This is an optimization exercise on Yosys and OpenROAD, whose aim is small area, a short achievable clock period and few clock cycles, not a production implementation. Function was checked by simulation only, so behaviour that the tests miss may differ from the original.

==> flow/design.v (excerpt) <==
module Rotational_Cordic #(
	parameter INT_LENGTH        = 7,
	parameter FRAC_LENGTH       = 11,
	parameter NUM_OF_ITERATIONS = 11
) (
input  wire               CLK,
input  wire               RST,
input  wire               ENABLE,
input  wire signed [17:0] Xo,
input  wire signed [17:0] Yo,
input  wire signed [17:0] Zo,
output wire signed [17:0] XN,
output wire signed [17:0] YN,
output reg                Done
);
localparam signed [17:0] TWO_PI  = 18'h03243, M2PI  = 18'h3cdbc,
                         PI      = 18'h01921, MPI   = 18'h3e6df,
                         HPI     = 18'h00c90, MHPI  = 18'h3f36f,
                         T3PI2   = 18'h025b2, M3PI2 = 18'h3da4d;
reg signed [17:0] x, y;
reg signed [11:0] z;       
reg               neg, busy;
reg  [2:0]        pass;
wire hi  = Zo >  T3PI2;                
wire lo  = Zo <  M3PI2;                
wire qp  = Zo >= HPI  && Zo <= T3PI2;  
wire qn  = Zo >= M3PI2 && Zo <= MHPI;  
wire s0  = hi ? (Zo < TWO_PI) : lo ? (Zo <= M2PI) : qp ? (Zo < PI) : qn ? (Zo < MPI) : Zo[17];
reg signed [17:0] k1;
always @* begin
  case ({hi, lo, qp, qn})
    4'b1000: k1 = -TWO_PI;
    4'b0100: k1 =  TWO_PI;
    4'b0010: k1 = -PI;
    4'b0001: k1 =  PI;
  ...
Size in the first run: ~1900 cells after synthesis, about 54 flip-flops, ~94 I/O pins, roughly 15000 um2 of cells after synthesis.
clock: 8.0 ns
lec_check: 0
cap_margin: 20
core_margin: 2
core_utilization: 70
place_density: 0.8
slew_margin: 20
run.sh (not shown) runs the stock make flow with config.mk's settings and CLKGATE_MAP_FILE= SYNTH_SCRIPT=/design/flow/synth_recipe.tcl, a recipe that flattens the netlist after the stock synthesis.
Testbench counts at the start, summed over its fixed seeds: cycles 9,600.
Rerun with:
Settings changed: CORE_UTILIZATION 70 to 40, PLACE_DENSITY 0.8 to 0.6.
What happened: Final area climbs slightly; core utilization shrinks by 32 points; global-route usage falls by 14 points; fmax grows by a few percent; synthesized cell count is unchanged; setup slack improves by 0.17 ns; critical path depth climbs by 4; count of clock-buffer cells in the layout does not change.
Rerun with:
Settings changed: ABC_AREA from default to 1, SETUP_SLACK_MARGIN from default to 1.0.
Result: Routed wire length rose by 19%. Final cell count rose by 32%. Clock-buffer cell count is unchanged.
Rerun with:
Settings changed: ABC_AREA 1 to default, CORE_UTILIZATION 40 to 55, PLACE_DENSITY 0.6 to 0.7.
Design area decreases by about 5.4%; routed wire length came out lower by about 15%; via count is lower by about 16%; setup slack loses 0.28 ns; critical path depth is higher by 7; non-clock buffer count is higher by 66; synthesized cell count came out lower by 28%.
Rerun with:
Settings changed: CORE_UTILIZATION 55 to 40, PLACE_DENSITY 0.7 to 0.6.
The changed run produced a clean layout.
Core utilization decreases by 18 points.
Cell area barely changes.
Worst setup slack is better by 0.19 ns.
Sequential cell count is unchanged.
Worst hold slack is worse by 0.12 ns.
First-iteration DRC count decreases by about 11%.
Non-clock buffer count decreases by 6.
Cell count increases by 5.1%.
Via count decreases by about 2.2%.
Rerun with:
Settings changed: ABC_AREA from default to 1, SETUP_SLACK_MARGIN 1.0 to default.
=>
- The changed run completed without violations
- synthesized cell count climbs by 39%
- die area increases by 11%
- cell area grows by 1.1%

* * *

## the baseline
Rotational_Cordic again, from the RTL that the note above started with.
export LEC_CHECK = 0
export CAP_MARGIN = 20
export CORE_MARGIN = 2
export CORE_UTILIZATION = 40
export PLACE_DENSITY = 0.6
export SETUP_SLACK_MARGIN = 0.5
export SLEW_MARGIN = 20
create_clock -name core_clock -period 8.0 [get_ports {CLK}]
Testbench counts of the baseline, summed over its fixed seeds: cycles 9,600.
Edits applied to the flow inputs when going from the baseline to the candidate:
- swapping 0.5 for 1.5 in SETUP_SLACK_MARGIN
==> results.txt <==
The candidate finished all stages; the layout is clean. Number of cells on the worst reg-to-reg path, the baseline and the candidate: lower on the candidate. Share of cells above drive strength 1 | the candidate above the baseline. The lower fraction of the cycle the final worst path needs came out of the candidate. Taking the baseline as the reference, in the candidate gate count after technology mapping was more or less identical; met1 layer wirelength in the final routing went up by about 1.4%. The candidate against the baseline; via count of the first global-routing pass is up by a few percent. Looking at worst hold slack after final layout across the baseline and the candidate, the one that comes out lower is the baseline.

[port drivers added, routing unchanged]
In the flow no input, the clock included, has a driving cell. The finished layouts below were timed again as built, in two steps. Step 1, drivers: a clkbuf_16 drives CLK and a buf_2 each remaining input, both assumed. Step 2 also shifts input and output timing later by t, the mid clock arrival at the registers, as if the neighbouring blocks saw the same clock. Three values: ideal ports, drivers, drivers and shift; two values: the first two.
| run | shift t [ns] | setup slack, ns | worst data-port slew with drivers (ns) |
|---|---|---|---|
| the first run of note 1 | 0.361 | 0.269 / 0.224 / 0.362 | 0.05 |
| the second run of note 1 | 0.371 | 0.434 / 0.388 / 0.510 | 0.05 |
| the third run of note 1 | 0.368 | 1.274 / 1.221 / 1.008 | 0.07 |
| the fourth run of note 1 | 0.364 | 0.991 / 0.941 / 0.892 | 0.04 |
| the fifth run of note 1 | 0.382 | 1.178 / 1.125 / 0.901 | 0.04 |
| the sixth run of note 1 | 0.365 | 0.413 / 0.361 / 0.726 | 0.06 |
| the baseline | 0.374 | 0.701 / 0.654 / 0.612 | 0.05 |
| the candidate | 0.371 | 1.313 / 1.262 / 1.356 | 0.05 |
After both steps setup and hold are still met in every run listed. For the fifth run of note 1, which loses most, drivers alone change the setup slack by -0.053 ns; drivers and shift together by -0.277 ns.
